This design comes from an exercise in tuning for small area and a short achievable clock period on the open sky130 flow, not from production work.
Where RTL was checked, it was by simulation tests only, not by an equivalence proof against the original.
Only the layout flow was run in run 5; the RTL was not checked for function there.
Power is estimated from default activity; no workload was simulated.

==> design.v <==
module predec3n (
    input  logic [2:0] a,
    input  logic [2:0] a_n,
    input  logic       en_a,
    input  logic [7:0] qd,
    output logic [7:0] yn
);
    genvar j;
    generate
        for (j = 0; j < 8; j++) begin : g_j
            g_a41oi u (.a(en_a),
                       .b(j[2] ? a[2] : a_n[2]),
                       .c(j[1] ? a[1] : a_n[1]),
                       .d(j[0] ? a[0] : a_n[0]),
                       .e(qd[j]), .y(yn[j]));
        end
    endgenerate
endmodule
module ao8 (
    input  logic [7:0] d,
    input  logic [7:0] s,
    output logic       y
);
    assign y = |(d & s);
endmodule
module rdbit (
    input  logic [63:0] d,
    input  logic [63:0] rsel,
    output logic        y
);
    logic [7:0] s;
    logic [3:0] t;
    genvar k;
    generate
        for (k = 0; k < 8; k++) begin : g_s
            ao8 u (.d(d[8*k+7:8*k]), .s(rsel[8*k+7:8*k]), .y(s[k]));
        end
        for (k = 0; k < 4; k++) begin : g_t
            g_nor2 u (.a(s[2*k]), .b(s[2*k+1]), .y(t[k]));
        end
    endgenerate
    g_nand4 u_y (.a(t[0]), .b(t[1]), .c(t[2]), .d(t[3]), .y(y));
endmodule
module g_inv   (input logic a, output logic y);                   assign y = !a;                          endmodule
module g_or2   (input logic a, b, output logic y);                assign y = a || b;                      endmodule
module g_nor2  (input logic a, b, output logic y);                assign y = !(a || b);                   endmodule
module g_nand2 (input logic a, b, output logic y);                assign y = !(a && b);                   endmodule
module g_nor3  (input logic a, b, c, output logic y);             assign y = !(a || b || c);              endmodule
module g_nand3 (input logic a, b, c, output logic y);             assign y = !(a && b && c);              endmodule
module g_nand4 (input logic a, b, c, d, output logic y);          assign y = !(a && b && c && d);         endmodule
module g_xnor2 (input logic a, b, output logic y);                assign y = !(a ^ b);                    endmodule
module g_aoi22 (input logic a0, b0, a1, b1, output logic y);      assign y = !((a0 && b0) || (a1 && b1)); endmodule
module g_aoi222 (input logic a0, b0, a1, b1, a2, b2, output logic y);
    assign y = !((a0 && b0) || (a1 && b1) || (a2 && b2));
endmodule
module g_a41oi (input logic a, b, c, d, e, output logic y);       assign y = !((a && b && c && d) || e);  endmodule
module g_and2  (input logic a, b, output logic y);                assign y = a && b;                      endmodule
module g_a21o  (input logic a, b, c, output logic y);             assign y = (a && b) || c;               endmodule
module g_o21ai (input logic a, b, c, output logic y);             assign y = !((a || b) && c);            endmodule
module g_a31o  (input logic a, b, c, d, output logic y);          assign y = (a && b && c) || d;          endmodule
module g_a32o  (input logic a, b, c, d, e, output logic y);       assign y = (a && b && c) || (d && e);   endmodule
module bist_top #(
    parameter size   = 6,   
    parameter length = 8    
)(
    input  logic               start,
    input  logic               rst,
    input  logic               clk,
    input  logic               csin,
    input  logic               rwbarin,
    input  logic               opr,
    input  logic [size-1:0]    address,
    input  logic [length-1:0]  datain,
    output logic [length-1:0]  dataout,
    output logic               fail
);
    function automatic logic [7:0] pat(input logic [2:0] s);
        case (s)
            3'd0: pat = 8'hAA;
            3'd1: pat = 8'h55;
            3'd2: pat = 8'hF0;
            3'd3: pat = 8'h0F;
            3'd4: pat = 8'h00;
            3'd5: pat = 8'hFF;
            3'd6: pat = 8'hCC;
            default: pat = 8'h33;
        endcase
    endfunction
    logic       test;
    logic [9:0] q;
    logic       cout;
    logic       test_nx;
    logic [9:0] q_nx;
    logic       cout_nx;
    assign test_nx = test ? !cout : start;
    assign {cout_nx, q_nx} = test ? {1'b0, q} + 11'd1 : 11'd0;
    always_ff @(posedge clk or posedge rst) begin
        if (rst)
            test <= 1'b0;
        else
            test <= test_nx;
    end
    always_ff @(posedge clk) begin
        {cout, q} <= {cout_nx, q_nx};
    end
    logic [7:0] ptn;
    assign ptn = pat(q[2:0]);
    logic              cs, we;
    logic [length-1:0] wdata;
    assign cs    = test | csin;
    assign we    = test ? !q[6] : (csin && !rwbarin);
    assign wdata = test ? ptn : datain;
    logic       ntest, en_wr;
    logic [5:0] address_n;
    logic [7:0] qd_rrow, qd_wrow, qd_col, rrow_n, wrow_n, col_n;
    assign ntest = !test;
    assign en_wr = ntest && csin && !rwbarin;
    always_comb
        for (int j = 0; j < 8; j++) begin
            qd_rrow[j] = test && (q[5:3] == j);
            qd_wrow[j] = test && !q[6] && (q[5:3] == j);
            qd_col[j]  = test && (q[2:0] == j);
        end
    genvar ga;
    generate
        for (ga = 0; ga < size; ga++) begin : g_ainv
            g_inv u (.a(address[ga]), .y(address_n[ga]));
        end
    endgenerate
    predec3n u_prrow (.a(address[5:3]), .a_n(address_n[5:3]), .en_a(ntest), .qd(qd_rrow), .yn(rrow_n));
    predec3n u_pwrow (.a(address[5:3]), .a_n(address_n[5:3]), .en_a(en_wr), .qd(qd_wrow), .yn(wrow_n));
    predec3n u_pcol  (.a(address[2:0]), .a_n(address_n[2:0]), .en_a(ntest), .qd(qd_col),  .yn(col_n));
    genvar gw;
    logic [63:0] rsel, wsel;
    generate
        for (gw = 0; gw < 64; gw++) begin : g_sel
            g_nor2 u_r (.a(rrow_n[gw/8]), .b(col_n[gw%8]), .y(rsel[gw]));
            g_nor2 u_w (.a(wrow_n[gw/8]), .b(col_n[gw%8]), .y(wsel[gw]));
        end
    endgenerate
    logic [length-1:0] ram [0:63];
    always_ff @(posedge clk) begin
        for (int w = 0; w < 64; w++)
            if (wsel[w])
                ram[w] <= wdata;
    end
    logic [length-1:0] rd;
    genvar gb, gx;
    generate
        for (gb = 0; gb < length; gb++) begin : g_rd
            logic [63:0] col;
            for (gx = 0; gx < 64; gx++) begin : g_w
                assign col[gx] = ram[gx][gb];
            end
            rdbit u_rd (.d(col), .rsel(rsel), .y(rd[gb]));
        end
    endgenerate
    logic [length-1:0] rdata;
    always_ff @(posedge clk) begin
        if (cs)
            rdata <= we ? wdata : rd;
    end
    logic [7:0] ptn_nx, mism_n;
    logic       chk_n, fa_lo_d, fa_hi_d;
    assign ptn_nx = pat(q_nx[2:0]);
    assign chk_n  = !(test && !cout && q[6] && q_nx[6]);
    generate
        for (gb = 0; gb < length; gb++) begin : g_cmp
            g_xnor2 u (.a(rd[gb]), .b(ptn_nx[gb]), .y(mism_n[gb]));
        end
    endgenerate
    g_a41oi u_falo (.a(mism_n[0]), .b(mism_n[1]), .c(mism_n[2]), .d(mism_n[3]), .e(chk_n), .y(fa_lo_d));
    g_a41oi u_fahi (.a(mism_n[4]), .b(mism_n[5]), .c(mism_n[6]), .d(mism_n[7]), .e(chk_n), .y(fa_hi_d));
    logic rd_t, fa_lo, fa_hi, fa_t, fb;
    always_ff @(posedge clk or posedge rst) begin
        if (rst) begin
            rd_t  <= 1'b0;
            fa_lo <= 1'b0;
            fa_hi <= 1'b0;
            fa_t  <= 1'b0;
            fb    <= 1'b0;
        end else begin
            rd_t  <= test_nx && q_nx[6];
            fa_lo <= fa_lo_d;
            fa_hi <= fa_hi_d;
            fa_t  <= test && !cout && !q[6] && q_nx[6];
            fb    <= test_nx && !q_nx[6] && (q_nx[2:0] != 3'd4);
        end
    end
    logic idle_rd_n;
    g_nand2 u_ird (.a(csin), .b(rwbarin), .y(idle_rd_n));
    genvar go;
    generate
        for (go = 0; go < length; go++) begin : g_out
            logic idle_dn, test_dn;
            assign idle_dn = !(rdata[go] && ntest);
            assign test_dn = !(rdata[go] && rd_t);
            g_o21ai u (.a(idle_rd_n), .b(idle_dn), .c(test_dn), .y(dataout[go]));
        end
    endgenerate
    logic fa;
    assign fa = fa_lo || fa_hi || fa_t;
    g_a32o u_fail (.a(opr), .b(rwbarin), .c(fb), .d(opr), .e(fa), .y(fail));
endmodule
==> run.sh <==
#!/bin/bash
# synth_recipe.tcl (not shown) runs the flow's synth.tcl, then flattens the netlist and writes it again
# the make line also repeats each setting of config.mk as NAME=value (left out here)
make -C /OpenROAD-flow-scripts/flow DESIGN_CONFIG=/design/flow/config.mk WORK_HOME=/design/flow/orfs CLKGATE_MAP_FILE= SYNTH_SCRIPT=/design/flow/synth_recipe.tcl finish
==> config.mk <==
export PLATFORM = sky130hd
export DESIGN_NAME = bist_top
export DESIGN_NICKNAME = bist_top
export VERILOG_FILES = /design/flow/design.v
export SDC_FILE = /design/flow/constraint.sdc
export NUM_CORES = 4
export LEC_CHECK = 0
export CAP_MARGIN = 20
export CORE_MARGIN = 2
export CORE_UTILIZATION = 70
export CTS_BUF_LIST = sky130_fd_sc_hd__clkbuf_8
export CTS_CLUSTER_DIAMETER = 80
export CTS_CLUSTER_SIZE = 14
export PLACE_DENSITY = 0.78
export SETUP_SLACK_MARGIN = 3.0
export SLEW_MARGIN = 20
export SYNTH_HIERARCHICAL = 1
==> constraint.sdc <==
create_clock -name core_clock -period 6.0 [get_ports {clk}]
set_input_delay 1.2000 -clock core_clock [delete_from_list [all_inputs] [get_ports {clk}]]
set_output_delay 1.2000 -clock core_clock [all_outputs]
set_load 0.01 [all_outputs]
==> reports/results.ini, run 1 <==
[status]
outcome=no timing/DRC/antenna violations

[die]
floorplan.rows=62
start_util=0.713
core_area_um2=28800
io_pins=29
die_w_um=175
total_die_area_um2=30700
dieHeight_um=175

[grt]
antenna_violations_before_repair=0
grt_remaining_overflow=0
total_routing_resource_utilization_after_global_routing=0.350
global_route_wire_length_before_repair_mm=78.8
pin_count_of_the_biggest_net_entering_global_routing=66
vias_in_the_first_global_route=12500

[sta]
finalHoldViolations=0
tightestPinTransition_ns=1.17
setup_total_negative_slack_ns=0
setup-violations-final=0
slew_headroom=0.222
final_slew_violations=0
fmax_mhz=299
fin_worst_skew_ns=0.0196
rsz0062_at_grt=yes
layout_min_cycle_time_ns=3.34
period_share=0.557

[power]
power.static_leakage_nw=7.42
pwr-share-clk=0.184
power.internal_w=0.00667
swShare=0.340
pwr-share-comb=0.297
ir_drop_uv=349
total_switching_power_w=0.00343
power.sequential.fraction=0.520
power_density_nw_per_um2=413

[yosys]
synthCells=1247
mapped_cell_area_um2=20500
synth.area.top_cells=edfxtp_1 76%, a22oi_1 9.4%, nor2_1 3.4%
synthDominantCellAreaShare=0.761
post_synthesis_net_count=1276
yosys_register_bits=537
post_synth.cell_area_avg_um2=16.5
post-synth-top-area-cell=edfxtp_1
yosysUniqueCellTypes=46
ys_warn_count=8
synth-seq-area-share=0.779

[layout]
commonest_non_fill_non_tap_cells_in_the_layout=520 x edfxtp_1, 151 x a22oi_1, 105 x a22oi_2
layout.cells.most_common=edfxtp_1
antenna_cells_inserted=0
final-instance-count-excl-fill=1825
multi_input_area_um2=5670
n_fill_cell=1224
register_area_um2=16000
final_nets=1443
layout-area-overhead-vs-synth_pct=19.2
post_route_cells_drive_above_1_share=0.305

[placement]
placed_cells=1663
routabilityCongestion=0.913
dpl.hpwl_mm=31.8
buffers_on_ports=28

[cts]
clkLatencyLatePin_ns=0.61
cts_buffers=44
ctsRootBufferMaster=clkbuf_8
clock_sink_count=537
tritoncts=yes
ctsLongestPathBuffers=3
htreeDepth=2
clkTransAtPathRegs_ns=0.10

[drt]
ant_nets=0
drtIter0Drc=2208
route.detailed.wl_per_inst_um=30.8
route.vias.total=13400
drt_first_pass_iters=6
drt_wl_total_mm=56.2
vias_per_cell=7.35
drc_errors=0

[worst_setup_path]
path_max_fanout=8
slowest_delay_ns=0.54
crit_path_cell_trace=inv_1 -> ha_2 -> nand2_2 -> nor2_1 -> a41oi_4 -> buf_12 -> buf_4 -> nor2_2 -> a22oi_1 -> nand4_1 -> nor2_2 -> nand4_1 -> xnor2_1 -> a41oi_2
timing.critical_path.arrival_ns=3.82
reg2reg_from=q[1]
worst_path_max_delay_cell=nor2_1
worst-r2r-setup-slack_ns=2.66
ff2ff_path_depth=14
criticalPathCategory=reg2reg
critPathLaunchType=register
worstPathRequired_ns=6.48
worst_r2r_endpoint=fa_lo
worstSetupEndpointType=register

[min_path]
min_path_type=reg2reg
worstHoldEndpoint=q[8]
hold_depth=2
worst_min_delay_path_startpoint=q[8]

[flow_run]
cap_viol_max_count=0

## kinds of logic (layout without fill, tap and decap cells)
family                   Yosys count  in the layout  share of synthesized area
adder cells (fa/ha/maj)            9              9                    0.00549
multiplexers                       8              8                    0.00439
flip-flops                       537            537                      0.779
AO/OA/AOI/OAI                    320            320                      0.127
XOR/XNOR                          14             14                    0.00597
buffers and inverters             29            223                    0.00561
AND/OR/NAND/NOR                  330            330                     0.0732
## cells in the mapped netlist, drive strengths merged
cell type	count
a211o	1
a21o	1
a21oi	7
a221o	1
a221oi	1
a22oi	256
a31oi	3
a32o	1
a41oi	26
and3	5
buf	6
clkbuf	7
dfrtp	6
dfxtp	11
edfxtp	520
ha	9
inv	16
mux2	8
nand2	34
nand2b	5
nand3	6
nand3b	1
nand4	72
nor2	184
nor2b	1
nor3	12
nor3b	2
nor4	2
o211a	2
o211ai	1
o21ai	13
o22a	1
o2bb2ai	1
o311ai	1
o31a	1
o31ai	1
o32ai	2
or2	2
or3	3
or3b	1
xnor2	11
xor2	3
## power groups by stage
| stage | logic (W) | clock network [W] | registers [W] |
|---|---|---|---|
| finish | 0.00300 | 0.00186 | 0.00525 |
| global route | 0.00309 | 0.00199 | 0.00526 |
| CTS | 0.00265 | 0.00184 | 0.00523 |
| detailed placement | 0.00233 | 0 | 0.00530 |
| global placement | 0.00226 | 0 | 0.00530 |
| floorplan | 0.00128 | 0 | 0.00529 |
## critical path, delay by kind of cell (launching register included)
| family | cells | cell delay (ns) |
|---|---|---|
| and+or+nand+nor | 6 | 1.43 |
| xor gates and xnor gates | 1 | 0.15 |
| buffers and inverters | 3 | 0.48 |
| AOI/OAI and AO/OA | 3 | 0.48 |
| DFF | 1 | 0.36 |
| adders and majority gates | 1 | 0.31 |
## registers in the layout, indices dropped and copies added, names as in the netlist
signal  flops
cout        1
q          10
fa_hi       1
rd_t        1
ram       512
fb          1
fa_t        1
rdata       8
test        1
fa_lo       1
## metrics by stage
step	total power, W	worst slack, ns	cell area (um^2)	hold slack (ns)	util
5_1_grt	0.0103	2.62	24500	0.552	0.850
4_1_cts	0.00972	2.88	23600	0.473	0.820
2_1_floorplan	0.00657	3.01	20700	0.427	-
6_report	0.0101	2.66	24500	0.527	0.850
3_3_place_gp	0.00756	1.14	21500	0.454	0.748
3_5_place_dp	0.00763	1.05	21500	0.471	0.748
## how the worst max path moves through the flow
stage | from | end | slack (ns) | depth (start not counted)
CTS | test | dataout[5] | 2.88 | 6
floorplan | address[1] | rdata[2] | 3.01 | 8
detailed placement | address[1] | rdata[6] | 1.05 | 9
global route | q[1] | fa_hi | 2.62 | 14
finish | q[1] | fa_lo | 2.66 | 14
global placement | address[2] | rdata[4] | 1.14 | 10
## Yosys stat by module, one instance, submodules excluded, a selection
module    flops+latches  cell area, um^2  cells inside  copies in the design
ao8                   0             36.3             5                    64
bist_top            537            17000           709                     1
g_a32o                0             10.0             1                     1
g_a41oi               0             16.3             1                    26
g_inv                 0             3.75             1                     6
g_nand2               0             3.75             1                     1
g_nand4               0             6.26             1                     8
g_nor2                0             3.75             1                   160
g_o21ai               0             5.00             1                     8
g_xnor2               0             8.76             1                     8
## layer usage
layer | up-vias | part of all wire | track usage
met5 | - | 0 | 0
met1 | 6609 | 0.35 | 0.508
met2 | 1132 | 0.46 | 0.544
li1 | 5460 | - | -
met4 | 0 | 0.052 | 0.130
met3 | 218 | 0.13 | 0.0660
## layout make-up
class	count	area share
clock buffers	45	0.0253
well taps	384	0.0196
multi-input cells	681	0.232
clock inverters	28	0.00491
repair buffers	134	0.0610
flip-flops and latches	537	0.653
inverters	16	0.00404
## what timing repair did
action,CTS,global route
cloned,1,2
pin swaps,52,77
hold buffers,0,0
setup endpoints to repair,595,34
setup buffers,63,22
gates resized for setup,243,161
endpoints found under the hold margin,0,0
==> run 2, diff against run 1 <==
--- a/config.mk
+++ b/config.mk
@@ -7,11 +7,10 @@
 export LEC_CHECK = 0
 export CAP_MARGIN = 20
 export CORE_MARGIN = 2
-export CORE_UTILIZATION = 70
+export CORE_UTILIZATION = 50
 export CTS_BUF_LIST = sky130_fd_sc_hd__clkbuf_8
 export CTS_CLUSTER_DIAMETER = 80
 export CTS_CLUSTER_SIZE = 14
-export PLACE_DENSITY = 0.78
 export SETUP_SLACK_MARGIN = 3.0
 export SLEW_MARGIN = 20
 export SYNTH_HIERARCHICAL = 1
==> run 2 against run 1 <==
Against the previous run: clock power fell by 2%; critical path type unchanged; still clean; global-route usage fell by 10 points; sequential share of layout area rose by 0.93 points; sequential power barely moved; fmax rose by 8.4%.
==> reports/results.ini, run 2 <==
[layout]
n_fill_cell=3000
largest_reg_flops=512
antenna_cells_inserted=0
max_flop_register=ram
layout.cells.most_common=edfxtp_1
post_route_cells_drive_above_1_share=0.262
final_cell_area_um2=24100
commonest_non_fill_non_tap_cells_in_the_layout=520 x edfxtp_1, 213 x a22oi_1, 89 x nor2_2
final_nets=1426
layout-area-overhead-vs-synth_pct=17.6

[yosys]
synthCells=1247
dominantRegCellSynth=edfxtp_1
synthDominantCellAreaShare=0.761
post-synth-top-area-cell=edfxtp_1
synth.area.top_cells=edfxtp_1 76%, a22oi_1 9.4%, nor2_1 3.4%
post_synthesis_net_count=1276
post_synth.cell_area_avg_um2=16.5
post-synth-top-count-cell=edfxtp_1
mapped_cell_area_um2=20500
number_of_flops_mapped_to_enable_cells_by_yosys=520
yosys_register_bits=537
synth-seq-area-share=0.779
yosysUniqueCellTypes=46
ys_warn_count=8
synth_commonest_cells=520 x edfxtp_1, 256 x a22oi_1, 184 x nor2_1
async_flop_share=0.0112

[grt]
global_route_wire_length_before_repair_mm=77.0
pin_count_of_the_biggest_net_entering_global_routing=66
vias_in_the_first_global_route=11800
antenna_violations_before_repair=0
grt_remaining_overflow=0
total_routing_resource_utilization_after_global_routing=0.249

[sta]
final_slew_violations=0
tightestPinTransition_ns=1.13
setup-violations-final=0
fin_worst_skew_ns=0.0193
slew_headroom=0.248
setup_total_negative_slack_ns=0
period_share=0.514
layout_min_cycle_time_ns=3.08
rsz0062_at_grt=yes
worst_hold_slack_across_all_endpoints_ns=0.468
finalHoldViolations=0
fmax_mhz=324

[die]
io_pins=29
die_w_um=207
core_area_um2=40600
total_die_area_um2=42700
dieHeight_um=207
floorplan.rows=74
start_util=0.505

[flow_run]
cap_viol_max_count=0

[placement]
routabilityCongestion=0.850
placedInstanceArea_um2=21700
dpl.hpwl_mm=32.6
buffers_on_ports=28

[drt]
drc_errors=0
drt_first_pass_iters=5
route.vias.total=12300
route.detailed.wl_per_inst_um=27.6
drt_wl_total_mm=53.8
drtIter0Drc=1287
vias_per_cell=6.31
ant_nets=0

[cts]
clock_sink_count=537
clkLatencyLatePin_ns=0.63
ctsLongestPathBuffers=3
ctsRootBufferMaster=clkbuf_8
cts_buffers=44
clkTransAtPathRegs_ns=0.10
tritoncts=yes
htreeDepth=2

[worst_setup_path]
timing.critical_path.arrival_ns=3.47
worst-r2r-setup-slack_ns=2.92
path_max_fanout=9
worst_r2r_endpoint=rdata[6]
worstPathRequired_ns=6.39
ff2ff_path_depth=11
reg2reg_from=q[0]
worstSetupEndpointType=register
criticalPathCategory=reg2reg
critPathLaunchType=register

[power]
power_density_nw_per_um2=414
power.static_leakage_nw=7.26
ir_drop_uv=361

[status]
outcome=no timing/DRC/antenna violations

[min_path]
min_path_type=reg2reg
hold_depth=2
worst_min_delay_path_startpoint=q[9]
worstHoldEndpoint=cout

==> run 2: changes by cell type in the layout (fill, tap and decap cells not counted), sizes merged <==
cell	change
inv	-8
buf	-19
bufbuf	-1
clkbuf	+2
clkinvlp	-1
==> run 2: Yosys stat by module, one instance, submodules excluded, excerpt <==
module | copies in the design | flip-flops and latches | cells inside | area, um^2
g_xnor2 | 8 | 0 | 1 | 8.76
g_a41oi | 26 | 0 | 1 | 16.3
g_nand2 | 1 | 0 | 1 | 3.75
bist_top | 1 | 537 | 709 | 17000
ao8 | 64 | 0 | 5 | 36.3
g_nand4 | 8 | 0 | 1 | 6.26
g_inv | 6 | 0 | 1 | 3.75
g_o21ai | 8 | 0 | 1 | 5.00
g_a32o | 1 | 0 | 1 | 10.0
g_nor2 | 160 | 0 | 1 | 3.75
==> run 2: critical path, cell delays in order, from the launching register on <==
cell and delay, ns:
dfxtp_4 0.39, inv_1 0.10, ha_4 0.21, and3_1 0.23, a41oi_4 0.24, buf_12 0.22, nor2_2 0.13, a22oi_1 0.21
nand4_1 0.27, nor2_2 0.30, nand4_1 0.20, mux2_2 0.32
==> run 2: cell families (layout without fill, tap and decap cells) <==
kind of cell	after synthesis	after routing	share of synthesized area
DFF	537	537	0.779
and+or+nand+nor	330	330	0.0732
AOI/OAI and AO/OA	320	320	0.127
buffers and inverters	29	196	0.00561
xor gates and xnor gates	14	14	0.00597
adders and majority gates	9	9	0.00549
muxes	8	8	0.00439
==> run 2: timing repair <==
item,CTS,global route
cloned,1,4
resized for setup,193,130
setup endpoints to repair,531,312
hold buffers,0,0
buffers inserted,52,18
pin swaps,36,43
==> run 2: cell type report <==
type                       instances  area (um^2)  area share
clock buffer                      45          619      0.0257
clock inverter                    18         72.6     0.00301
inverter                          16          103     0.00425
multi-input combinational        681         5350       0.222
sequential                       537        16000       0.663
tap                              532          666      0.0276
timing repair buffer             116         1320      0.0547
timing repair inverter             1         8.76    0.000363
==> run 2: power breakdown <==
| part | internal (W) | switching (W) | total, W |
|---|---|---|---|
| registers | 0.00513 | 0.000105 | 0.00524 |
| logic | 0.000857 | 0.00208 | 0.00294 |
| clock network | 0.000688 | 0.00113 | 0.00182 |
==> run 2: layer usage <==
| metal | up-vias | track usage | wire length (um) |
|---|---|---|---|
| li1 | 5423 | - | - |
| met1 | 6303 | 0.356 | 22600 |
| met2 | 469 | 0.398 | 25600 |
| met3 | 86 | 0.0471 | 4160 |
| met4 | 0 | 0.0633 | 1400 |
| met5 | - | 0 | 0 |
==> run 2: metrics by stage <==
stage / worst slack, ns / power (W) / util / std cells
floorplan: 3.01 / 0.00657 / - / 1247
global placement: 0.899 / 0.00763 / 0.533 / 1806
detailed placement: 0.925 / 0.00768 / 0.533 / 1806
CTS: 2.94 / 0.00972 / 0.574 / 1922
global route: 2.89 / 0.0104 / 0.594 / 1946
finish: 2.92 / 0.00999 / 0.594 / 1946
==> run 2: worst max-delay path by stage <==
stage               depth (start not counted)  slack [ns]  startpoint    endpoint
floorplan                                   8        3.01  address[1]    rdata[2]
global placement                            9        0.90  address[1]    rdata[7]
detailed placement                          9        0.93  address[1]    rdata[7]
CTS                                         5        2.94     rwbarin  dataout[1]
global route                               11        2.89        q[0]    rdata[6]
finish                                     11        2.92        q[0]    rdata[6]
==> run 3, diff against run 2 <==
--- a/config.mk
+++ b/config.mk
@@ -7,10 +7,10 @@
 export LEC_CHECK = 0
 export CAP_MARGIN = 20
 export CORE_MARGIN = 2
-export CORE_UTILIZATION = 50
+export CORE_UTILIZATION = 55
 export CTS_BUF_LIST = sky130_fd_sc_hd__clkbuf_8
 export CTS_CLUSTER_DIAMETER = 80
-export CTS_CLUSTER_SIZE = 14
+export CTS_CLUSTER_SIZE = 16
 export SETUP_SLACK_MARGIN = 3.0
 export SLEW_MARGIN = 20
 export SYNTH_HIERARCHICAL = 1
==> run 3 against run 2 <==
Against the previous run: first-iteration DRC count rose by 1.2%; sequential share of layout area is 0.65 points lower; final area is 0.99% higher; critical path type is now in2reg; power decreased by 1.0%; sequential power about the same; clock-buffer cell count decreased by 5; die area decreased by 8.9%; clock power down 5%; setup slack got worse by 0.027 ns; fmax fell by 0.88%; critical path depth is 6 lower.
==> reports/results.ini, run 3 <==
[yosys]
async_flop_share=0.0112
post_synthesis_net_count=1276
ys_warn_count=8
synth.area.top_cells=edfxtp_1 76%, a22oi_1 9.4%, nor2_1 3.4%
yosys_register_bits=537
mapped_cell_area_um2=20500
synthCells=1247
post_synth.cell_area_avg_um2=16.5
synthDominantCellAreaShare=0.761
dominantRegCellSynth=edfxtp_1
synth-seq-area-share=0.779
post-synth-top-count-cell=edfxtp_1
post-synth-top-area-cell=edfxtp_1
yosysUniqueCellTypes=46
synth_commonest_cells=520 x edfxtp_1, 256 x a22oi_1, 184 x nor2_1
number_of_flops_mapped_to_enable_cells_by_yosys=520

[sta]
tightestPinTransition_ns=0.996
period_share=0.518
layout_min_cycle_time_ns=3.11
finalHoldViolations=0
slew_headroom=0.336
fmax_mhz=322
rsz0062_at_grt=yes
setup-violations-final=0
setup_total_negative_slack_ns=0
final_slew_violations=0
fin_worst_skew_ns=0.0222

[worst_setup_path]
worstPathRequired_ns=6.23
crit_path_cell_trace=buf_12 -> buf_6 -> nor3b_4 -> a41oi_2 -> nor2_1
critPathLaunchType=input port
path_max_fanout=9
criticalPathCategory=in2reg
reg2reg_from=test
worst_path_max_delay_cell=nor2_1
timing.critical_path.arrival_ns=3.34
slowest_delay_ns=0.72
critical_path.startpoint=rwbarin
worstSetupEndpointType=register

[placement]
routabilityCongestion=0.864
dpl.hpwl_mm=33.8
buffers_on_ports=28

[cts]
htreeDepth=2
cts_buffers=39
tritoncts=yes
ctsLongestPathBuffers=3
clkTransAtPathRegs_ns=0.11
ctsRootBufferMaster=clkbuf_8
cts_hold_repair.buffers=0
clock_sink_count=537
clkLatencyLatePin_ns=0.61

[min_path]
min_path_type=reg2reg
worst_min_delay_path_startpoint=q[9]

[layout]
final_nets=1433
commonest_non_fill_non_tap_cells_in_the_layout=520 x edfxtp_1, 167 x a22oi_1, 89 x a22oi_2
largest_reg_flops=512
layout-area-overhead-vs-synth_pct=18.8
layout.cells.most_common=edfxtp_1
max_flop_register=ram
antenna_cells_inserted=0
n_fill_cell=2530
post_route_cells_drive_above_1_share=0.304

[status]
outcome=no timing/DRC/antenna violations

[power]
total_switching_power_w=0.00332
ir_drop_uv=312
power.static_leakage_nw=7.29
power_density_nw_per_um2=406
power.sequential.fraction=0.529
pwr-share-comb=0.296
pwr-share-clk=0.174
power.internal_w=0.00658
power_total_w=0.00989
swShare=0.335

[die]
die_w_um=197
core_area_um2=36700
floorplan.rows=70
dieHeight_um=197
start_util=0.559
io_pins=29
total_die_area_um2=38900

[grt]
global_route_wire_length_before_repair_mm=79.0
antenna_violations_before_repair=0
vias_in_the_first_global_route=12100
pin_count_of_the_biggest_net_entering_global_routing=66
total_routing_resource_utilization_after_global_routing=0.282
grt_remaining_overflow=0

[drt]
ant_nets=0
route.vias.total=12500
vias_per_cell=6.63
drt_wl_total_mm=54.6
drt_first_pass_iters=6
route.detailed.wl_per_inst_um=28.9
drc_errors=0
drtIter0Drc=1303

[flow_run]
cap_viol_max_count=0

[run 3: kinds of logic after synthesis]
logic type	Yosys count	share of synthesized area
xor+xnor	14	0.00597
buf+inv	29	0.00561
simple gates	330	0.0732
fa+ha+maj	9	0.00549
compound gates	320	0.127
flops	537	0.779
mux	8	0.00439
[run 3: area by class of cell]
class / instances / area, um^2 / area share
repair inverters: 1 / 8.76 / 0.000359
clock inverters: 16 / 71.3 / 0.00293
inverters: 16 / 113 / 0.00462
well taps: 468 / 586 / 0.0240
multi-input cells: 681 / 5640 / 0.231
repair buffers: 128 / 1410 / 0.0579
clock buffers: 40 / 551 / 0.0226
flip-flops and latches: 537 / 16000 / 0.656
[run 3: per-module statistics from Yosys, one instance, submodules excluded, excerpt]
| module | cells | copies in the design | area (um^2) | flops+latches |
|---|---|---|---|---|
| g_a32o | 1 | 1 | 10.0 | 0 |
| g_nor2 | 1 | 160 | 3.75 | 0 |
| bist_top | 709 | 1 | 17000 | 537 |
| g_nand2 | 1 | 1 | 3.75 | 0 |
| g_o21ai | 1 | 8 | 5.00 | 0 |
| g_xnor2 | 1 | 8 | 8.76 | 0 |
| g_nand4 | 1 | 8 | 6.26 | 0 |
[run 3: worst paths after layout]
check | to | slack, ns | cells after the start
worst max-delay path | ram[31][5] | 2.89 | 5
worst max register to register | ram[31][5] | 2.96 | 5
worst min register to register | cout | 0.48 | 2
worst min-delay path | cout | 0.48 | 2
max in group asynchronous | rd_t | 4.96 | 2
min in group asynchronous | fb | 0.82 | 2
[run 3: critical path, delay by kind of cell]
| family | cells | cell delay [ns] |
|---|---|---|
| AND/OR/NAND/NOR | 2 | 1.31 |
| AO/OA/AOI/OAI | 1 | 0.58 |
| buffers and inverters | 2 | 0.23 |
[run 3: power by group through the flow]
stage	sequential [W]	clock, W	combinational [W]
after floorplan	0.00529	0	0.00128
after global placement	0.00530	0	0.00240
after detailed placement	0.00530	0	0.00245
after CTS	0.00522	0.00175	0.00278
after global routing	0.00526	0.00188	0.00309
final	0.00524	0.00172	0.00293
[run 3: stage by stage]
step,instance area (um^2),setup slack (ns),utilization,hold slack [ns],std cells
2_1_floorplan,20700,3.01,-,0.427,1247
3_3_place_gp,21600,1.08,0.590,0.463,1747
3_5_place_dp,21700,1.05,0.590,0.462,1748
4_1_cts,23600,2.95,0.643,0.477,1873
5_1_grt,24400,2.83,0.664,0.504,1887
6_report,24400,2.89,0.664,0.479,1887
[run 3: repair_timing]
action                     CTS  global route
cloned                       2             0
setup buffers               67            14
setup endpoints to repair  534           267
resized for setup          232           165
pin swaps                   56            66
[run 3: per-layer routing]
metal,GRT usage,wire length (um)
met1,0.414,23200
met2,0.437,25600
met3,0.0480,4230
met4,0.0888,1580
met5,0,0
==> run 4, diff against run 3 <==
--- a/config.mk
+++ b/config.mk
@@ -7,10 +7,10 @@
 export LEC_CHECK = 0
 export CAP_MARGIN = 20
 export CORE_MARGIN = 2
-export CORE_UTILIZATION = 55
+export CORE_UTILIZATION = 60
 export CTS_BUF_LIST = sky130_fd_sc_hd__clkbuf_8
 export CTS_CLUSTER_DIAMETER = 80
-export CTS_CLUSTER_SIZE = 16
+export CTS_CLUSTER_SIZE = 14
 export SETUP_SLACK_MARGIN = 3.0
 export SLEW_MARGIN = 20
 export SYNTH_HIERARCHICAL = 1
==> run 4 against run 3 <==
Against the previous run: clock skew increased by 0.029 ns; combinational power hardly changed; fmax grew 2.2%; highest routed layer unchanged; setup slack better by 0.067 ns; sequential power about the same; first-iteration DRC count rose by 37%; via count rose by 2.7%; flip-flop and latch count stayed put; sequential share of layout area grew 0.089 points; critical path type unchanged.
==> reports/results.ini, run 4 <==
[layout]
antenna_cells_inserted=0
multi_input_area_um2=5450
max_flop_register=ram
layout.cells.most_common=edfxtp_1
register_area_um2=16000
n_fill_cell=2091
largest_reg_flops=512
final_nets=1445
commonest_non_fill_non_tap_cells_in_the_layout=520 x edfxtp_1, 176 x a22oi_1, 112 x nor2_1
layout-area-overhead-vs-synth_pct=18.6
post_route_cells_drive_above_1_share=0.279

[yosys]
synth-simple-area-share=0.0732
post-synth-top-area-cell=edfxtp_1
synth-compound-area-share=0.127
synth-seq-area-share=0.779
yosys_register_bits=537
mapped_cell_area_um2=20500
yosysUniqueCellTypes=46
synth_top_family_by_area=compound AO/OA/AOI/OAI gates
synth_commonest_cells=520 x edfxtp_1, 256 x a22oi_1, 184 x nor2_1
post-synth-top-count-cell=edfxtp_1
number_of_flops_mapped_to_enable_cells_by_yosys=520
synth_adder_area_share=0.00549
dominantRegCellSynth=edfxtp_1
async_flop_share=0.0112
ys_warn_count=8
synthXorXnorAreaFrac=0.00597
post_synthesis_net_count=1276
synthMuxAreaShare=0.00439
synthCells=1247
synthDominantCellAreaShare=0.761
synth.area.top_cells=edfxtp_1 76%, a22oi_1 9.4%, nor2_1 3.4%
post_synth.cell_area_avg_um2=16.5

[sta]
tightestPinTransition_ns=1.14
rsz0062_at_grt=yes
fin_worst_skew_ns=0.0511
layout_min_cycle_time_ns=3.04
fmax_mhz=329
setup_total_negative_slack_ns=0
slew_headroom=0.240
period_share=0.507
finalHoldViolations=0
setup-violations-final=0
final_slew_violations=0

[worst_setup_path]
reg2reg_from=q[0]
criticalPathCategory=in2reg
timing.critical_path.arrival_ns=3.42
worstPathRequired_ns=6.37
critPathLaunchType=input port
ff2ff_path_depth=11
worstSetupEndpointType=register
worst-r2r-setup-slack_ns=3.02
path_max_fanout=8
worst_r2r_endpoint=rdata[1]

[die]
floorplan.rows=67
start_util=0.611
core_area_um2=33600
io_pins=29
die_w_um=189
dieHeight_um=189
total_die_area_um2=35700

[min_path]
worst_min_delay_path_startpoint=q[9]
hold_depth=2
worstHoldEndpoint=cout
min_path_type=reg2reg

[drt]
route.detailed.wl_per_inst_um=29.5
vias_per_cell=6.83
route.vias.total=12800
drtIter0Drc=1791
drt_first_pass_iters=6
drc_errors=0
ant_nets=0
drt_wl_total_mm=55.4

[power]
pwr-share-comb=0.293
power_total_w=0.0100
pwr-share-clk=0.183
swShare=0.334
ir_drop_uv=552
power.sequential.fraction=0.525
power.static_leakage_nw=7.38
total_switching_power_w=0.00335
power.internal_w=0.00667
power_density_nw_per_um2=412

[cts]
tritoncts=yes
cts_buffers=44
cts_hold_repair.buffers=0
htreeDepth=2
ctsRootBufferMaster=clkbuf_8
ctsLongestPathBuffers=3
clock_sink_count=537
clkLatencyLatePin_ns=0.65
clkTransAtPathRegs_ns=0.10

[placement]
buffers_on_ports=28
dpl.hpwl_mm=32.7
routabilityCongestion=0.908

[grt]
global_route_wire_length_before_repair_mm=79.6
gr-usage-met2=0.462
grt.met3_usage=0.0526
grt_remaining_overflow=0
total_routing_resource_utilization_after_global_routing=0.309
pin_count_of_the_biggest_net_entering_global_routing=66
global_route.usage.met1=0.462
grt_busiest_layer=met1
vias_in_the_first_global_route=12100
antenna_violations_before_repair=0

[status]
outcome=no timing/DRC/antenna violations

[flow_run]
cap_viol_max_count=0

[run 4: cell counts after synthesis]
No cell type changed its count.
[run 4: area by class of cell]
cell class,instances,share of cell area
flip-flops and latches,537,0.657
multi-input cells,681,0.224
repair buffers,135,0.0625
clock buffers,45,0.0254
well taps,448,0.0230
inverters,16,0.00421
clock inverters,17,0.00365
repair inverters,1,0.000360
[run 4: cells by family after synthesis]
| logic type | count (synthesis) |
|---|---|
| flip-flops | 537 |
| AND/OR/NAND/NOR | 330 |
| AO/OA/AOI/OAI | 320 |
| buffers and inverters | 29 |
| XOR/XNOR | 14 |
| adder cells (fa/ha/maj) | 9 |
| multiplexers | 8 |
[run 4: per-module statistics from Yosys (local to each module, per instance), a selection]
module    area (um^2)  times used
ao8              36.3          64
g_nor2           3.75         160
bist_top        17000           1
g_inv            3.75           6
g_o21ai          5.00           8
g_a41oi          16.3          26
g_nand2          3.75           1
g_a32o           10.0           1
g_nand4          6.26           8
[run 4: power groups by stage]
stage	Combinational (W)	Sequential, W	Clock, W
finish	0.00293	0.00526	0.00183
global route	0.00306	0.00528	0.00199
CTS	0.00273	0.00524	0.00187
detailed placement	0.00236	0.00531	0
global placement	0.00233	0.00531	0
floorplan	0.00128	0.00529	0
[run 4: routing by layer]
layer	vias to the layer above	wire length, um
met4	0	2080
li1	5460	-
met1	6449	22100
met2	787	25500
met5	-	0
met3	142	5820
[run 4: critical path: stages]
cell	delay, ns
buf_6	0.14
clkinvlp_4	0.17
buf_4	0.18
a41oi_4	0.16
buf_12	0.16
buf_4	0.14
nor2_1	0.12
a22oi_1	0.24
nand4_1	0.23
nor2_2	0.24
nand4_1	0.15
mux2_2	0.28
[run 4: per-stage QoR]
step | std cells | utilization | hold WS, ns | cell area [um^2] | setup WS [ns]
detailed placement | 1722 | 0.642 | 0.443 | 21600 | 0.823
CTS | 1857 | 0.705 | 0.468 | 23700 | 2.93
floorplan | 1247 | - | 0.427 | 20700 | 3.01
finish | 1880 | 0.724 | 0.470 | 24400 | 2.96
global placement | 1722 | 0.642 | 0.446 | 21600 | 0.856
global route | 1880 | 0.724 | 0.503 | 24400 | 2.91
[run 4: what timing repair did]
item                       4_1_cts  5_1_grt
gates cloned                     2        2
setup buffers                   71       21
gates resized for setup        229      109
setup endpoints to repair      531       19
pin swaps                       42       56
[run 4: worst max-delay path by stage]
| stage | start | endpoint | slack, ns | depth (start not counted) |
|---|---|---|---|---|
| floorplan | address[1] | rdata[2] | 3.01 | 8 |
| global placement | address[1] | rdata[3] | 0.86 | 10 |
| detailed placement | address[1] | rdata[1] | 0.82 | 9 |
| CTS | rwbarin | dataout[7] | 2.93 | 5 |
| global route | address[1] | rdata[1] | 2.91 | 12 |
| finish | address[1] | rdata[1] | 2.96 | 12 |
==> run 5, diff against run 4 <==
--- a/design.v
+++ b/design.v
@@ -187,15 +187,13 @@
             fb    <= test_nx && !q_nx[6] && (q_nx[2:0] != 3'd4);
         end
     end
-    logic idle_rd_n;
-    g_nand2 u_ird (.a(csin), .b(rwbarin), .y(idle_rd_n));
     genvar go;
     generate
         for (go = 0; go < length; go++) begin : g_out
-            logic idle_dn, test_dn;
-            assign idle_dn = !(rdata[go] && ntest);
-            assign test_dn = !(rdata[go] && rd_t);
-            g_o21ai u (.a(idle_rd_n), .b(idle_dn), .c(test_dn), .y(dataout[go]));
+            logic idle_d, test_d;
+            assign idle_d = rdata[go] && ntest;
+            assign test_d = rdata[go] && rd_t;
+            g_a31o u (.a(csin), .b(rwbarin), .c(idle_d), .d(test_d), .y(dataout[go]));
         end
     endgenerate
     logic fa;
==> run 5 against run 4 <==
Against the previous run: still clean; clock skew fell by 0.019 ns; worst hold slack worse by 0.0080 ns; clock-buffer cell count is 1 lower; die area rose by 0.30%; utilization shrank 0.34 points; power is 0.59% lower; final area down 0.22%; register-to-register slack got worse by 0.09 ns; critical path type unchanged; largest cell class unchanged; largest power group unchanged.
==> reports/results.ini, run 5 <==
[yosys]
post-synth-top-count-cell=edfxtp_1
ys_warn_count=8
synth_commonest_cells=520 x edfxtp_1, 256 x a22oi_1, 184 x nor2_1
post_synth.cell_area_avg_um2=16.5
mapped_cell_area_um2=20600
yosysUniqueCellTypes=46
synth_top_family_by_area=compound AO/OA/AOI/OAI gates
post-synth-top-area-cell=edfxtp_1
yosys_register_bits=537
synthDominantCellAreaShare=0.758
post_synthesis_net_count=1274
synth-seq-area-share=0.776
synth-simple-area-share=0.0747
synthCells=1245
synthMuxAreaShare=0.00437
synth_adder_area_share=0.00547
dominantRegCellSynth=edfxtp_1
synthXorXnorAreaFrac=0.00595
async_flop_share=0.0112
synth.area.top_cells=edfxtp_1 76%, a22oi_1 9.3%, nor2_1 3.4%
number_of_flops_mapped_to_enable_cells_by_yosys=520
synth-compound-area-share=0.128

[sta]
period_share=0.514
tightestPinTransition_ns=1.17
layout_min_cycle_time_ns=3.08
setup-violations-final=0
fin_worst_skew_ns=0.0318
fmax_mhz=325
finalHoldViolations=0
setup_total_negative_slack_ns=0
slew_headroom=0.221
rsz0062_at_grt=yes
final_slew_violations=0

[drt]
drt_wl_total_mm=53.0
vias_per_cell=6.81
route.vias.total=12700
route.detailed.wl_per_inst_um=28.5
drtIter0Drc=1440
ant_nets=0
drc_errors=0
drt_first_pass_iters=5

[power]
power_density_nw_per_um2=410
ir_drop_uv=600
power.static_leakage_nw=7.28

[worst_setup_path]
path_max_fanout=8
ff2ff_path_depth=12
worst_r2r_endpoint=rdata[0]
reg2reg_from=test
worstPathRequired_ns=6.38
criticalPathCategory=in2reg
timing.critical_path.arrival_ns=3.46
critPathLaunchType=input port
worst-r2r-setup-slack_ns=2.93
worstSetupEndpointType=register

[grt]
vias_in_the_first_global_route=12000
total_routing_resource_utilization_after_global_routing=0.291
antenna_violations_before_repair=0
global_route_wire_length_before_repair_mm=76.4
grt_remaining_overflow=0
pin_count_of_the_biggest_net_entering_global_routing=66

[layout]
max_flop_register=ram
layout-area-overhead-vs-synth_pct=18.0
post_route_cells_drive_above_1_share=0.300
largest_reg_flops=512
layout.cells.most_common=edfxtp_1
commonest_non_fill_non_tap_cells_in_the_layout=520 x edfxtp_1, 147 x a22oi_1, 109 x a22oi_2
final_cell_area_um2=24300
final_nets=1423
antenna_cells_inserted=0

[cts]
clkLatencyLatePin_ns=0.61
ctsRootBufferMaster=clkbuf_8
tritoncts=yes
ctsLongestPathBuffers=3
clkTransAtPathRegs_ns=0.10
htreeDepth=2
clock_sink_count=537
cts_buffers=44

[die]
core_area_um2=33700
die_w_um=189
total_die_area_um2=35800
start_util=0.611
floorplan.rows=67
dieHeight_um=189
io_pins=29

[min_path]
worst_min_delay_path_startpoint=q[9]
min_path_type=reg2reg
hold_depth=2
worstHoldEndpoint=cout

[placement]
buffers_on_ports=28
routabilityCongestion=0.872
dpl.hpwl_mm=31.9
placedInstanceArea_um2=21700

[flow_run]
cap_viol_max_count=0

[status]
outcome=no timing/DRC/antenna violations

==> run 5: through the flow <==
stage | total power [W] | hold slack (ns) | worst slack (ns) | util | cells
floorplan | 0.00657 | 0.427 | 2.31 | - | 1245
global placement | 0.00764 | 0.444 | 1.03 | 0.643 | 1725
detailed placement | 0.00767 | 0.444 | 1.05 | 0.643 | 1725
CTS | 0.00967 | 0.463 | 2.87 | 0.696 | 1834
global route | 0.0103 | 0.491 | 2.86 | 0.721 | 1859
finish | 0.00997 | 0.462 | 2.92 | 0.721 | 1859
==> run 5: final cells by class <==
cell class | count | area (um^2)
inverters | 16 | 90.1
well taps | 448 | 561
fillers | 2113 | 9400
clock inverters | 19 | 86.3
flip-flops and latches | 537 | 16000
clock buffers | 44 | 606
multi-input cells | 680 | 5700
repair buffers | 115 | 1260
==> run 5: cells by family (layout without fill, tap and decap cells) <==
group / Yosys count / in the layout
flops: 537 / 537
simple gates: 329 / 329
compound gates: 320 / 320
buf+inv: 28 / 194
xor+xnor: 14 / 14
fa+ha+maj: 9 / 9
mux: 8 / 8
==> run 5: worst max path at each step <==
| stage | from | to | slack, ns | cells after the start |
|---|---|---|---|---|
| after floorplan | datain[7] | ram[0][7] | 2.31 | 2 |
| after global placement | address[0] | rdata[7] | 1.03 | 10 |
| after detailed placement | address[0] | rdata[7] | 1.05 | 10 |
| after CTS | csin | dataout[7] | 2.87 | 3 |
| after global routing | test | rdata[0] | 2.86 | 12 |
| final | address[1] | rdata[0] | 2.92 | 11 |
==> run 5: what timing repair did <==
action                                  in CTS  in global routing
endpoints found under the setup margin     531                 54
pin swaps                                   53                 81
hold buffers                                 0                  0
buffers inserted                            45                 22
gates resized for setup                    226                150
cloned                                       1                  1
==> run 5: layer usage <==
metal,track usage,part of all wire,vias up
met3,0.0397,0.085,99
met5,0,0,-
li1,-,-,5423
met1,0.437,0.41,6465
met2,0.457,0.48,672
met4,0.0802,0.027,0
==> run 5: worst max-delay path: stages <==
cell and delay (ns):
buf_12 0.09, clkinvlp_4 0.15, buf_6 0.16, a41oi_4 0.38
buf_6 0.20, nor2_4 0.07, a22oi_2 0.17, nand4_1 0.29
nor2_4 0.24, nand4_1 0.18, mux2_4 0.30
==> run 5: per-module statistics from Yosys (local to each module, per instance), a selection <==
| module | area, um^2 | copies in the design |
|---|---|---|
| g_inv | 3.75 | 6 |
| g_a31o | 8.76 | 8 |
| ao8 | 36.3 | 64 |
| g_nor2 | 3.75 | 160 |
| g_a41oi | 16.3 | 26 |
| g_xnor2 | 8.76 | 8 |
| g_a32o | 10.0 | 1 |
| bist_top | 17000 | 1 |
| g_nand4 | 6.26 | 8 |
==> run 5: power breakdown <==
| group | total (W) | switching [W] | internal, W |
|---|---|---|---|
| clock | 0.00180 | 0.00112 | 0.000680 |
| combinational | 0.00293 | 0.00208 | 0.000850 |
| sequential | 0.00524 | 0.000107 | 0.00513 |
==> run 6, diff against run 5 <==
--- a/design.v
+++ b/design.v
@@ -187,13 +187,15 @@
             fb    <= test_nx && !q_nx[6] && (q_nx[2:0] != 3'd4);
         end
     end
+    logic idle_rd_n;
+    g_nand2 u_ird (.a(csin), .b(rwbarin), .y(idle_rd_n));
     genvar go;
     generate
         for (go = 0; go < length; go++) begin : g_out
-            logic idle_d, test_d;
-            assign idle_d = rdata[go] && ntest;
-            assign test_d = rdata[go] && rd_t;
-            g_a31o u (.a(csin), .b(rwbarin), .c(idle_d), .d(test_d), .y(dataout[go]));
+            logic idle_dn, test_dn;
+            assign idle_dn = !(rdata[go] && ntest);
+            assign test_dn = !(rdata[go] && rd_t);
+            g_o21ai u (.a(idle_rd_n), .b(idle_dn), .c(test_dn), .y(dataout[go]));
         end
     endgenerate
     logic fa;
==> flow/run.sh (new file) <==
#!/bin/bash
# Layout flow: the standard synthesis and layout (standard.sh), with all
# signal ports constrained to one edge of the die (io.tcl) and the port
# buffers made from buf_4 cells. Each step's full output goes to its own log.
set -euo pipefail
work=$(pwd)
bash standard.sh synth > "$work/synth.log" 2>&1
bash standard.sh \
    IO_CONSTRAINTS="$work/flow/io.tcl" \
    "BUFFER_PORTS_ARGS=-buffer_cell sky130_fd_sc_hd__buf_4" \
    finish > "$work/layout.log" 2>&1
==> flow/io.tcl (new file) <==
# All ports on the right edge of the die, kept together.
set_io_pin_constraint -group -region right:* -pin_names {
    clk rst start csin rwbarin opr
    address[0] address[1] address[2] address[3] address[4] address[5]
    datain[0] datain[1] datain[2] datain[3] datain[4] datain[5] datain[6] datain[7]
    dataout[0] dataout[1] dataout[2] dataout[3] dataout[4] dataout[5] dataout[6] dataout[7]
    fail
}
==> standard.sh (new file) <==
#!/bin/bash
# synth_recipe.tcl (not shown) runs the flow's synth.tcl, then flattens the netlist and writes it again
# the make line also repeats each setting of config.mk as NAME=value (left out here)
make -C /OpenROAD-flow-scripts/flow DESIGN_CONFIG=/design/flow/config.mk WORK_HOME=/design/flow/orfs CLKGATE_MAP_FILE= SYNTH_SCRIPT=/design/flow/synth_recipe.tcl "${@:-finish}"
removed: run.sh
==> run 6 against run 5 <==
Against the previous run: synthesized cell count increased by 0.16%; final area is 1.4% higher; die area decreased by 0.30%; via count grew 0.42%; wire length grew 2.0%; sequential share of layout area down 0.92 points; combinational power grew 2%; power grew 0.97%; first-iteration DRC count up 4.2%; largest cell class unchanged; largest power group unchanged.
==> reports/results.ini, run 6 <==
[status]
outcome=no timing/DRC/antenna violations

[sta]
period_share=0.514
fin_worst_skew_ns=0.0321
layout_setup_ws_ns=2.92
layout_min_cycle_time_ns=3.08
slew_headroom=0.278
setup-violations-final=0
setup_total_negative_slack_ns=0
final_slew_violations=0
rsz0062_at_grt=yes
tightestPinTransition_ns=1.08
fmax_mhz=324
finalHoldViolations=0

[yosys]
ys_warn_count=8
dominantRegCellSynth=edfxtp_1
number_of_flops_mapped_to_enable_cells_by_yosys=520
synthDominantCellAreaShare=0.761
post-synth-top-count-cell=edfxtp_1
synth.area.top_cells=edfxtp_1 76%, a22oi_1 9.4%, nor2_1 3.4%
mapped_cell_area_um2=20500
synth_commonest_cells=520 x edfxtp_1, 256 x a22oi_1, 184 x nor2_1
yosys_register_bits=537
post_synth.cell_area_avg_um2=16.5
yosysUniqueCellTypes=46
post-synth-top-area-cell=edfxtp_1
synth-seq-area-share=0.779
async_flop_share=0.0112
post_synthesis_net_count=1276
synthCells=1247

[worst_setup_path]
worst_path_max_delay_cell=dfrtp_2
timing.critical_path.arrival_ns=3.43
worstPathRequired_ns=6.35
crit_path_cell_trace=buf_12 -> clkinvlp_4 -> buf_12 -> buf_12 -> a41oi_4 -> buf_12 -> buf_12 -> nor2_4 -> a22oi_2 -> nand4_1 -> nor2_4 -> nand4_1 -> mux2_2
path_max_fanout=8
worstSetupEndpointType=register
critPathMostFrequentCell=buf_12
critPathLaunchType=register
slowest_delay_ns=0.40
criticalPathCategory=reg2reg

[cts]
tritoncts=yes
clock_sink_count=537
clkLatencyLatePin_ns=0.59
clkTransAtPathRegs_ns=0.10
htreeDepth=2
cts_buffers=44
ctsRootBufferMaster=clkbuf_8
ctsLongestPathBuffers=3

[grt]
antenna_violations_before_repair=0
pin_count_of_the_biggest_net_entering_global_routing=65
vias_in_the_first_global_route=12100
total_routing_resource_utilization_after_global_routing=0.296
grt_remaining_overflow=0
global_route_wire_length_before_repair_mm=77.5

[layout]
commonest_non_fill_non_tap_cells_in_the_layout=520 x edfxtp_1, 140 x a22oi_1, 116 x a22oi_2
largest_reg_flops=512
post_route_cells_drive_above_1_share=0.355
layout-area-overhead-vs-synth_pct=20.0
max_flop_register=ram
n_fill_cell=2097
final_nets=1445
layout.cells.most_common=edfxtp_1
antenna_cells_inserted=0

[placement]
buffers_on_ports=28
routabilityCongestion=0.922
dpl.hpwl_mm=32.2
dp_worst_setup_slack_ns=1.77

[drt]
route.detailed.wl_per_inst_um=28.7
drtIter0Drc=1501
ant_nets=0
drt_first_pass_iters=7
drt_wl_total_mm=54.1
route.vias.total=12700
drc_errors=0
vias_per_cell=6.75

[die]
io_pins=29
dieHeight_um=189
floorplan.rows=67
total_die_area_um2=35700
core_area_um2=33600
die_w_um=189
start_util=0.611

[power]
ir_drop_uv=331
power_density_nw_per_um2=408
power.static_leakage_nw=7.42

[flow_run]
cap_viol_max_count=0

[min_path]
min_path_type=reg2reg

[run 6: worst paths after layout]
check	depth (start not counted)	end	startpoint	slack, ns
worst max-delay path	13	rdata[0]	test	2.92
worst min register to register	2	cout	q[9]	0.48
min in group asynchronous	2	test	rst	0.55
max in group asynchronous	2	test	rst	5.19
worst max register to register	13	rdata[0]	test	2.92
worst min-delay path	2	cout	q[9]	0.48
[run 6: cell type report]
cell class	instances	area, um^2	area share
well taps	448	561	0.0227
inverters	16	86.3	0.00350
clock buffers	45	619	0.0251
multi-input cells	681	5840	0.237
flip-flops and latches	537	16000	0.649
clock inverters	19	86.3	0.00350
repair buffers	136	1460	0.0591
[run 6: report_power, final]
| part | switching (W) | leakage [nW] | internal [W] |
|---|---|---|---|
| combinational | 0.00213 | 2.17 | 0.000856 |
| sequential | 0.000133 | 4.84 | 0.00514 |
| clock | 0.00112 | 0.415 | 0.000693 |
[run 6: logic make-up (layout without fill, tap and decap cells)]
family          after synthesis  count (layout)  synth area share
mux                           8               8           0.00439
flops                       537             537             0.779
fa+ha+maj                     9               9           0.00549
simple gates                330             330            0.0732
buf+inv                      29             216           0.00561
xor+xnor                     14              14           0.00597
compound gates              320             320             0.127
[run 6: repair_timing]
item,CTS,global route
resized for setup,141,218
buffers inserted,56,34
setup endpoints to repair,508,531
cloned,0,3
pin swaps,39,93
hold buffers,0,0
[run 6: routing by layer]
layer / vias to the layer above / part of all wire / global-route usage
li1: 5464 / - / -
met1: 6462 / 0.42 / 0.444
met2: 683 / 0.47 / 0.455
met3: 103 / 0.088 / 0.0517
met4: 0 / 0.028 / 0.0817
met5: - / 0 / 0
[run 6: metrics by stage]
step                power [W]  instance area (um^2)   util  instances  hold WS (ns)
global route           0.0104                 24600  0.733       1882         0.487
CTS                   0.00973                 23400  0.697       1845         0.472
floorplan             0.00657                 20700      -       1247         0.427
detailed placement    0.00770                 21500  0.640       1725         0.450
global placement      0.00766                 21500  0.640       1725         0.444
finish                 0.0101                 24600  0.733       1882         0.477
[run 6: per-module statistics from Yosys, one instance, submodules excluded, a selection]
module	flip-flops and latches	times used	cell area [um^2]	cells
ao8	0	64	36.3	5
bist_top	537	1	17000	709
g_a32o	0	1	10.0	1
g_a41oi	0	26	16.3	1
g_inv	0	6	3.75	1
g_nand2	0	1	3.75	1
g_nand4	0	8	6.26	1
g_nor2	0	160	3.75	1
g_o21ai	0	8	5.00	1
g_xnor2	0	8	8.76	1
[run 6: critical path, delay by kind of cell (launching register included)]
family          cells  cell delay [ns]
compound gates      2             0.47
flops               1             0.40
simple gates        4             0.68
mux                 1             0.29
buf+inv             6             0.97
==> run 7, diff against run 6 <==
--- a/design.v
+++ b/design.v
@@ -26,10 +26,14 @@
 module rdbit (
     input  logic [63:0] d,
     input  logic [63:0] rsel,
+    input  logic        wbit,
+    input  logic        byp,
+    output logic        y_rd,
     output logic        y
 );
     logic [7:0] s;
     logic [3:0] t;
+    logic       keep, wb_n;
     genvar k;
     generate
         for (k = 0; k < 8; k++) begin : g_s
@@ -39,7 +43,10 @@
             g_nor2 u (.a(s[2*k]), .b(s[2*k+1]), .y(t[k]));
         end
     endgenerate
-    g_nand4 u_y (.a(t[0]), .b(t[1]), .c(t[2]), .d(t[3]), .y(y));
+    g_nand4 u_rd (.a(t[0]), .b(t[1]), .c(t[2]), .d(t[3]), .y(y_rd));
+    g_a41o  u_k  (.a(t[0]), .b(t[1]), .c(t[2]), .d(t[3]), .e(byp), .y(keep));
+    g_nand2 u_wb (.a(wbit), .b(byp), .y(wb_n));
+    g_nand2 u_y  (.a(keep), .b(wb_n), .y(y));
 endmodule
 module g_inv   (input logic a, output logic y);                   assign y = !a;                          endmodule
 module g_or2   (input logic a, b, output logic y);                assign y = a || b;                      endmodule
@@ -47,6 +54,7 @@
 module g_nand2 (input logic a, b, output logic y);                assign y = !(a && b);                   endmodule
 module g_nor3  (input logic a, b, c, output logic y);             assign y = !(a || b || c);              endmodule
 module g_nand3 (input logic a, b, c, output logic y);             assign y = !(a && b && c);              endmodule
+module g_and4  (input logic a, b, c, d, output logic y);          assign y = a && b && c && d;            endmodule
 module g_nand4 (input logic a, b, c, d, output logic y);          assign y = !(a && b && c && d);         endmodule
 module g_xnor2 (input logic a, b, output logic y);                assign y = !(a ^ b);                    endmodule
 module g_aoi22 (input logic a0, b0, a1, b1, output logic y);      assign y = !((a0 && b0) || (a1 && b1)); endmodule
@@ -57,6 +65,7 @@
 module g_and2  (input logic a, b, output logic y);                assign y = a && b;                      endmodule
 module g_a21o  (input logic a, b, c, output logic y);             assign y = (a && b) || c;               endmodule
 module g_o21ai (input logic a, b, c, output logic y);             assign y = !((a || b) && c);            endmodule
+module g_a41o  (input logic a, b, c, d, e, output logic y);       assign y = (a && b && c && d) || e;     endmodule
 module g_a31o  (input logic a, b, c, d, output logic y);          assign y = (a && b && c) || d;          endmodule
 module g_a32o  (input logic a, b, c, d, e, output logic y);       assign y = (a && b && c) || (d && e);   endmodule
 module bist_top #(
@@ -144,7 +153,7 @@
             if (wsel[w])
                 ram[w] <= wdata;
     end
-    logic [length-1:0] rd;
+    logic [length-1:0] rd, rd_w;
     genvar gb, gx;
     generate
         for (gb = 0; gb < length; gb++) begin : g_rd
@@ -152,13 +161,13 @@
             for (gx = 0; gx < 64; gx++) begin : g_w
                 assign col[gx] = ram[gx][gb];
             end
-            rdbit u_rd (.d(col), .rsel(rsel), .y(rd[gb]));
+            rdbit u_rd (.d(col), .rsel(rsel), .wbit(wdata[gb]), .byp(we), .y_rd(rd[gb]), .y(rd_w[gb]));
         end
     endgenerate
     logic [length-1:0] rdata;
     always_ff @(posedge clk) begin
         if (cs)
-            rdata <= we ? wdata : rd;
+            rdata <= rd_w;
     end
     logic [7:0] ptn_nx, mism_n;
     logic       chk_n, fa_lo_d, fa_hi_d;
==> run.sh (new file) <==
#!/bin/bash
# synth_recipe.tcl (not shown) runs the flow's synth.tcl, then flattens the netlist and writes it again
# the make line also repeats each setting of config.mk as NAME=value (left out here)
make -C /OpenROAD-flow-scripts/flow DESIGN_CONFIG=/design/flow/config.mk WORK_HOME=/design/flow/orfs CLKGATE_MAP_FILE= SYNTH_SCRIPT=/design/flow/synth_recipe.tcl finish
--- a/config.mk
+++ b/config.mk
@@ -7,7 +7,7 @@
 export LEC_CHECK = 0
 export CAP_MARGIN = 20
 export CORE_MARGIN = 2
-export CORE_UTILIZATION = 60
+export CORE_UTILIZATION = 50
 export CTS_BUF_LIST = sky130_fd_sc_hd__clkbuf_8
 export CTS_CLUSTER_DIAMETER = 80
 export CTS_CLUSTER_SIZE = 14
removed: flow/run.sh
removed: flow/io.tcl
removed: standard.sh
==> run 7 against run 6 <==
Against the previous run: still clean; utilization fell by 15 points; clock power rose by 4%; cell count rose by 4.5%; global-route usage fell by 4.4 points; via count fell by 0.99%; wire length rose by 2.4%; worst hold slack got worse by 0.0078 ns; die area rose by 20%; largest cell class unchanged; largest power group unchanged.
==> reports/results.ini, run 7 <==
[power]
power_density_nw_per_um2=419
power.static_leakage_nw=7.30
power_total_w=0.00998
ir_drop_uv=277

[sta]
setup_total_negative_slack_ns=0
setup-violations-final=0
layout_min_cycle_time_ns=3.05
finalHoldViolations=0
slew_headroom=0.296
rsz0062_at_grt=yes
tightestPinTransition_ns=1.05
layout_setup_ws_ns=2.95
worst_hold_slack_across_all_endpoints_ns=0.469
fmax_mhz=328
final_slew_violations=0
period_share=0.508
fin_worst_skew_ns=0.0254

[worst_setup_path]
worstPathRequired_ns=6.53
timing.critical_path.arrival_ns=3.57
critPathLaunchType=register
worst_r2r_endpoint=fa_lo
criticalPathCategory=reg2reg
worstSetupEndpointType=register
reg2reg_from=test
ff2ff_path_depth=13
worst-r2r-setup-slack_ns=2.95
critical_path.startpoint=test
path_max_fanout=15

[yosys]
mapped_cell_area_um2=20600
post-synth-top-count-cell=edfxtp_1
synth.area.top_cells=edfxtp_1 76%, a22oi_1 9.3%, nor2_1 3.4%
synthDominantCellAreaShare=0.759
synth-seq-area-share=0.777
number_of_flops_mapped_to_enable_cells_by_yosys=520
yosys_register_bits=537
ys_warn_count=8
dominantRegCellSynth=edfxtp_1
synth_commonest_cells=520 x edfxtp_1, 256 x a22oi_1, 186 x nor2_1
async_flop_share=0.0112
post_synth.cell_area_avg_um2=16.3
yosysUniqueCellTypes=45
post-synth-top-area-cell=edfxtp_1
post_synthesis_net_count=1294
synthCells=1265

[grt]
grt_remaining_overflow=0
global_route_wire_length_before_repair_mm=78.2
vias_in_the_first_global_route=12000
total_routing_resource_utilization_after_global_routing=0.252
antenna_violations_before_repair=0
pin_count_of_the_biggest_net_entering_global_routing=66

[cts]
htreeDepth=2
clkTransAtPathRegs_ns=0.10
clkLatencyLatePin_ns=0.65
cts_hold_repair.buffers=0
tritoncts=yes
cts_buffers=45
ctsLongestPathBuffers=3
clock_sink_count=537
ctsRootBufferMaster=clkbuf_8

[min_path]
min_path_type=reg2reg
worstHoldEndpoint=cout
hold_depth=2
worst_min_delay_path_startpoint=q[9]

[drt]
ant_nets=0
route.vias.total=12600
vias_per_cell=6.40
drc_errors=0
drt_first_pass_iters=5
drt_wl_total_mm=55.4
route.detailed.wl_per_inst_um=28.2
drtIter0Drc=1400

[die]
io_pins=29
dieHeight_um=207
start_util=0.505
core_area_um2=40700
die_w_um=207
floorplan.rows=74
total_die_area_um2=42800

[layout]
n_fill_cell=3120
layout.cells.most_common=edfxtp_1
final_nets=1436
multi_input_area_um2=5180
commonest_non_fill_non_tap_cells_in_the_layout=520 x edfxtp_1, 239 x a22oi_1, 108 x nor2_1
max_flop_register=ram
antenna_cells_inserted=0
layout-area-overhead-vs-synth_pct=15.8
largest_reg_flops=512
post_route_cells_drive_above_1_share=0.214
post-route-util=0.585
register_area_um2=16000

[flow_run]
cap_viol_max_count=0

[placement]
dpl.hpwl_mm=33.8
dp_worst_setup_slack_ns=1.30
routabilityCongestion=0.936
buffers_on_ports=28

[status]
outcome=no timing/DRC/antenna violations

-- run 7: changes by cell type in the layout (fill, tap and decap cells not counted), sizes merged, moves of 3 or more --
| cell | delta |
|---|---|
| inv | +15 |
| clkinvlp | -3 |
| clkdlybuf4s50 | +10 |
| mux2 | -7 |
| o21ai | +3 |
| a41o | +8 |
| nand2 | +15 |
| buf | -44 |
-- run 7: kinds of logic after synthesis --
family,count (synthesis),synth area share
buffers and inverters,31,0.00608
and+or+nand+nor,346,0.0759
muxes,1,0.000547
xor gates and xnor gates,15,0.00675
DFF,537,0.777
AOI/OAI and AO/OA,326,0.129
adders and majority gates,9,0.00547
-- run 7: per-layer routing --
layer | vias to the layer above | GRT usage | part of all wire
met5 | - | 0 | 0
met4 | 0 | 0.102 | 0.038
met3 | 121 | 0.0350 | 0.068
met2 | 566 | 0.403 | 0.47
met1 | 6414 | 0.352 | 0.42
li1 | 5485 | - | -
-- run 7: worst max path at each step --
stage,to,slack [ns],cells past startpoint
after floorplan,fa_lo,3.03,9
after global placement,fa_lo,1.35,10
after CTS,fa_lo,2.96,10
after global routing,fa_hi,2.86,13
final,fa_lo,2.95,13
after detailed placement,fa_lo,1.30,10
-- run 7: metrics by stage --
stage | area, um^2 | std cells
finish | 23800 | 1966
detailed placement | 21700 | 1834
global route | 23800 | 1966
CTS | 23100 | 1930
global placement | 21700 | 1834
floorplan | 20600 | 1265
-- run 7: layout make-up --
type | instances | area share
inverters | 19 | 0.00362
well taps | 532 | 0.0279
multi-input cells | 697 | 0.217
clock buffers | 45 | 0.0260
repair buffers | 107 | 0.0490
flip-flops and latches | 537 | 0.671
clock inverters | 29 | 0.00546
-- run 7: timing repair --
item,in CTS,in global routing
endpoints found under the setup margin,556,54
gates cloned,1,5
gates resized for setup,178,94
buffers inserted,21,31
hold endpoints to repair,0,0
pin swaps,17,33
-- run 7: report_power, final --
part / internal, W / switching (W) / total (W)
clock network: 0.000706 / 0.00118 / 0.00189
registers: 0.00511 / 0.000110 / 0.00522
logic: 0.000754 / 0.00212 / 0.00287
total: 0.00657 / 0.00341 / 0.00998
-- run 7: per-module statistics from Yosys, one instance, submodules excluded, a selection --
module	cells	flops+latches	times used
g_a32o	1	0	1
bist_top	703	537	1
g_inv	1	0	6
g_xnor2	1	0	8
g_a41oi	1	0	26
g_nand2	1	0	17
ao8	5	0	64
g_o21ai	1	0	8
g_nand4	1	0	8
g_nor2	1	0	160
g_a41o	1	0	8
-- run 7: critical path, stage by stage, from the launching register on --
cell     delay, ns
dfrtp_1       0.42
buf_12        0.14
buf_4         0.21
nand2_1       0.21
nor2_1        0.12
a41oi_4       0.21
buf_12        0.16
nor2_2        0.08
a22oi_1       0.34
nand4_1       0.28
nor2_4        0.26
nand4_1       0.14
xnor2_1       0.21
a41oi_2       0.13

[what the ideal ports hide]
No port has a modelled driver above. Below, the same layouts with a new extraction and two added sets of constraints. Step 1, drivers: a clkbuf_16 drives clk and a buf_2 each remaining input, both assumed. Step 2 also shifts input and output timing later by t, the mid clock arrival at the registers, as if the neighbouring blocks saw the same clock. a / b / c = ideal / step 1 / step 2; a / b = the first two.
run | shift t [ns] | setup slack, ns | worst setup path after step 2
run 1 | 0.647 | 2.658 / 2.658 / 2.173 | input to register
run 2 | 0.674 | 2.917 / 2.917 / 2.263 | input to register
run 3 | 0.644 | 2.890 / 2.888 / 2.244 | input to register
run 4 | 0.679 | 2.957 / 2.917 / 2.269 | input to register
run 5 | 0.643 | 2.919 / 2.893 / 2.250 | input to register
run 6 | 0.620 | 2.918 / 2.890 / 2.281 | input to register
run 7 | 0.688 | 2.955 / 2.955 / 2.324 | input to register
After both steps setup and hold are still met in every run listed. The setup slack of run 4, which loses most, moves by -0.040 ns with the drivers and by -0.688 ns with both steps.
